What follows belongs to an exercise in optimizing a design on an open flow for small area and a short achievable clock period; a production flow would make more cautious choices. No run shown here included a check of the RTL's function; only the layout flow was run.

==> flow/design.v, too long to show whole: its modules and the start of the top module <==
// module Filter: 2768 lines
module Filter(clk, rst, in, out);
  // ...
==> flow/run.sh <==
#!/bin/bash
# synth_recipe.tcl (not shown) runs the flow's synth.tcl, then flattens the netlist and writes it again
# the make line also repeats each setting of config.mk as NAME=value (left out here)
make -C /OpenROAD-flow-scripts/flow DESIGN_CONFIG=/design/flow/config.mk WORK_HOME=/design/flow/orfs CLKGATE_MAP_FILE= SYNTH_SCRIPT=/design/flow/synth_recipe.tcl finish
==> flow/config.mk <==
export PLATFORM = sky130hd
export DESIGN_NAME = Filter
export DESIGN_NICKNAME = Filter
export VERILOG_FILES = /design/flow/design.v
export SDC_FILE = /design/flow/constraint.sdc
export NUM_CORES = 4
export LEC_CHECK = 0
export CAP_MARGIN = 20
export CORE_MARGIN = 2
export CORE_UTILIZATION = 40
export SETUP_SLACK_MARGIN = 5
export SLEW_MARGIN = 20
==> flow/constraint.sdc <==
create_clock -name core_clock -period 14.0 [get_ports {clk}]
set_input_delay 2.8000 -clock core_clock [delete_from_list [all_inputs] [get_ports {clk}]]
set_output_delay 2.8000 -clock core_clock [all_outputs]
set_load 0.01 [all_outputs]
==> impl_metrics.toml, run 1 <==
[die]
tap_cells = 837
std_cell_rows = 91
io_pins = 66
coreArea_sq_um = 61940

[critical_path]
rrSetupSlack_ns = 4.79
endpoint = "v[31]"

[final_layout]
diodes = 3
seq_cells = 96
final_cell_mix = "inv_1 (723), fa_1 (495), ha_1 (206)"
clk_share_pct = 0.9429
area_delta_synth_final_pct = 21.25
multi_input_area_sq_um = 21540
nFillCells = 5698
final_cells = 3674

[global_route]
overflow = 0
met2_usage_pct = 41.44
gr-usage-met3_pct = 3.376
grt_pass1_vias = 20460

[synthesis]
synth-seq-area-share_pct = 9.544
ys_warn_count = 1
synth_cell_type_count = 85
synth_top_family_by_area = "adder cells"
synthXorXnorAreaFrac_pct = 6.338
ys_top_cells_by_area = "fa_1 (42%), ha_1 (13%), inv_1 (12%), dfrtp_1 (9.5%), xnor2_1 (3.6%)"
syn_area_sq_um = 25170
synth-main-ff-cell = "dfrtp_1"

[status]
status = "timing/DRC/antenna clean"

[run]
maxCapViolCount = 0

[placement]
place_hpwl_mm = 62.75
gp_congestion = 0.9178
place_area_sq_um = 26990
portBuffers = 65

[sta]
fin_crit_ns = 9.211
setup_slack_ns = 4.789

[detailed_routing]
met2_length_mm = 37.34
met1_length_mm = 30.50

[clock_tree]
postCtsResizedCells = 254

[hold_path]
hold_depth = 4
min_to = "w1[2]"
hold_class = "reg2reg"
==> run 2, diff against run 1 <==
--- a/flow/config.mk
+++ b/flow/config.mk
@@ -8,5 +8,4 @@
 export CAP_MARGIN = 20
 export CORE_MARGIN = 2
 export CORE_UTILIZATION = 40
-export SETUP_SLACK_MARGIN = 5
 export SLEW_MARGIN = 20
==> run 2 against run 1 <==
  * Still clean on timing, DRC and antenna
  * Cell count down 4.5%
  * Sequential share of layout area up 0.85 points
  * Synthesized cell count unchanged
  * Hold slack better by 0.093 ns
  * Maximum frequency down 19%
  * Critical path depth down 4
==> impl_metrics.toml, run 2 <==
[clock_tree]
cts_hold_buf = 0
cts_post_setup_buffers_inserted = 0
clkSlewWorstSetupHoldPaths_ns = 0.08
clockBufferDepth = 2
cts_max_level = 3
postCtsResizedCells = 0
clk_root_buffer_cell = "clkbuf_16"
cts_tree = "done"
clk_latency_ns = 0.40
cts_made_buffers = 9
cts_sinks = 96

[hold_path]
min_to = "w1[1]"
hold_start = "v[1]"
hold_class = "reg2reg"
hold_depth = 5

[global_route]
grt_use_met1_pct = 28.79
met2_usage_pct = 40.65
overflow = 0
grt_use_total_pct = 22.89
busiest_layer = "met2"
gr-usage-met3_pct = 2.756
antenna_found_initial = 2
grt_pass1_wl_mm = 110.7
grt_max_degree = 54
grt_pass1_vias = 19670

[synthesis]
synth_cell_type_count = 85
yosys.area.top_type_share_pct = 41.84
synth-main-ff-cell = "dfrtp_1"
yosysMostFrequentCell = "inv_1"
synth-seq-area-share_pct = 9.544
syn_area_sq_um = 25170
avgSynthCellArea_sq_um = 9.752
async_reset_ff_share_pct = 100.0
synth_nets = 3403
ys_top_cells_by_area = "fa_1 (42%), ha_1 (13%), inv_1 (12%), dfrtp_1 (9.5%), xnor2_1 (3.6%)"
synth_edf_count = 0
synth-seq-cells = 96
syn_inst = 2581
ys_warn_count = 1
synthTopCellsByCount = "inv_1 (787), fa_1 (526), ha_1 (262), a21oi_1 (121), xnor2_1 (103)"
yosys.area.top_type = "fa_1"

[detailed_routing]
ant_nets = 0
dr.pass1.iters = 5
post_drt_wl_per_cell_um = 19.99
wl_mm = 70.18
num_vias = 17710
drt_iter0_markers = 861
avgViaCountPerCell = 5.045
drc = 0

[sta]
clock.fmax_mhz = 88.27
finalCritPeriodShare_pct = 80.92
setup_slack_ns = 2.672
finalSetupViolations = 0
skew_ns = 0.02247
fin_hold_ws_ns = 1.434
worstMarginPinSlew_ns = 1.041
slew_headroom_pct = 30.12
rsz0062_at_grt = "no"
setup-tns-final_ns = 0
fin_crit_ns = 11.33
final_hold_viol_count = 0
final-max-slew-violation-count = 0

[critical_path]
path_class = "reg2reg"
crit_family = "adder cells"
crit_path_start_kind = "register"
crit_path_end_kind = "register"
slowest_delay_ns = 0.67
crit_buf_inv = 7
r2r_start = "v[27]"
cpMostUsedCell = "inv_1"
required_ns = 14.33
r2r-end = "v[30]"
worst-endpoint-arrival_ns = 11.65
startpoint = "v[27]"
rrSetupSlack_ns = 2.67
cpMaxStageDelayCell = "dfrtp_1"
cp_max_fo = 10
worst-r2r-cell-count = 34

[die]
die_h_um = 254.9
std_cell_rows = 91
die-area_sq_um = 64950
die_w_um = 254.9
coreArea_sq_um = 61940
io_pins = 66
start_util_pct = 40.64

[final_layout]
final_common_cell = "inv_1"
multi_input_area_sq_um = 19740
final_cells = 3510
final_area_sq_um = 27280
final_nets = 3489
largestRegisters = "S (32), v (32), w1 (32)"
final_cell_mix = "inv_1 (787), fa_1 (526), ha_1 (262)"
drive_gt1_share_pct = 2.919
ff_latch_area_sq_um = 2402
final_util_pct = 44.05
area_delta_synth_final_pct = 8.401
nFillCells = 6026

[placement]
place_area_sq_um = 26990
place_hpwl_mm = 62.75
place_inst = 3493
dp_worst_setup_slack_ns = 2.719
portBuffers = 65
gp_congestion = 0.9178

[run]
maxCapViolCount = 0

[status]
status = "timing/DRC/antenna clean"
[run 2: cell types whose count changed in the layout (fill, tap and decap cells not counted), sizes merged]
cell / change
dlymetal6s2s: -3
buf: -166
clkdlybuf4s50: +10
inv: +9
clkbuf: -2
diode: -2
dlygate4sd2: -1
clkinvlp: -9
[run 2: worst reg2reg max path: cells and delay by family (launching register included)]
family                     cells  cell delay (ns)
adders and majority gates      9             4.28
and+or+nand+nor                5             1.77
AOI/OAI and AO/OA             12             3.44
DFF                            1             0.67
buffers and inverters          7             0.96
xor gates and xnor gates       1             0.13
[run 2: final cells by class]
type	count	area share, %
Antenna cell	1	0.009171
Sequential cell	96	8.805
Timing Repair Buffer	91	3.091
Inverter	788	10.84
Tap cell	837	3.838
Clock inverter	6	0.1788
Clock buffer	10	0.8759
Multi-Input combinational cell	1681	72.36
[run 2: routing by layer]
metal	share of wire, %	vias to the layer above	routed length (um)
li1	-	8111	-
met1	42	9136	29550
met2	51	355	35480
met3	3.9	106	2722
met4	3.4	0	2420
met5	0	-	0
[run 2: worst max path at each step]
stage	to	slack, ns	cells after the start
2_1_floorplan	v[30]	5.02	36
5_1_grt	v[30]	2.04	34
3_3_place_gp	v[30]	2.73	35
3_5_place_dp	v[30]	2.72	35
4_1_cts	v[30]	2.65	35
6_report	v[30]	2.67	34
[run 2: logic make-up (layout without fill, tap and decap cells)]
family,count (synthesis),count (layout),share of synthesized area [%]
buf+inv,804,895,12.04
fa+ha+maj,789,789,54.90
compound gates,412,412,10.90
simple gates,309,309,6.234
xor+xnor,170,170,6.338
flops,96,96,9.544
mux,1,1,0.03977
other cells,0,1,0

==> what the ideal ports hide <==
The flow's constraints put no driver on any port. The routed layouts listed below were extracted and timed again, unchanged, in two steps. Step 1: set_driving_cell puts a clkbuf_16 on clk and a buf_2 on each other input, an assumption about the parent block. Step 2, shift: input delay + t, output delay - t, t = (earliest + latest rising clock arrival at the registers) / 2. This alone moves slack from input paths to output paths. a / b / c = no drivers / after step 1 / after step 2; a / b = the first two.
run | t, ns | setup WS [ns] | worst hold slack (ns)
run 1 | 0.452 | 4.789 / 4.789 / 4.789 | 1.341 / 1.341 / 1.341
run 2 | 0.448 | 2.672 / 2.672 / 2.672 | 1.434 / 1.434 / 1.434
After both steps setup and hold are still met in every run listed.
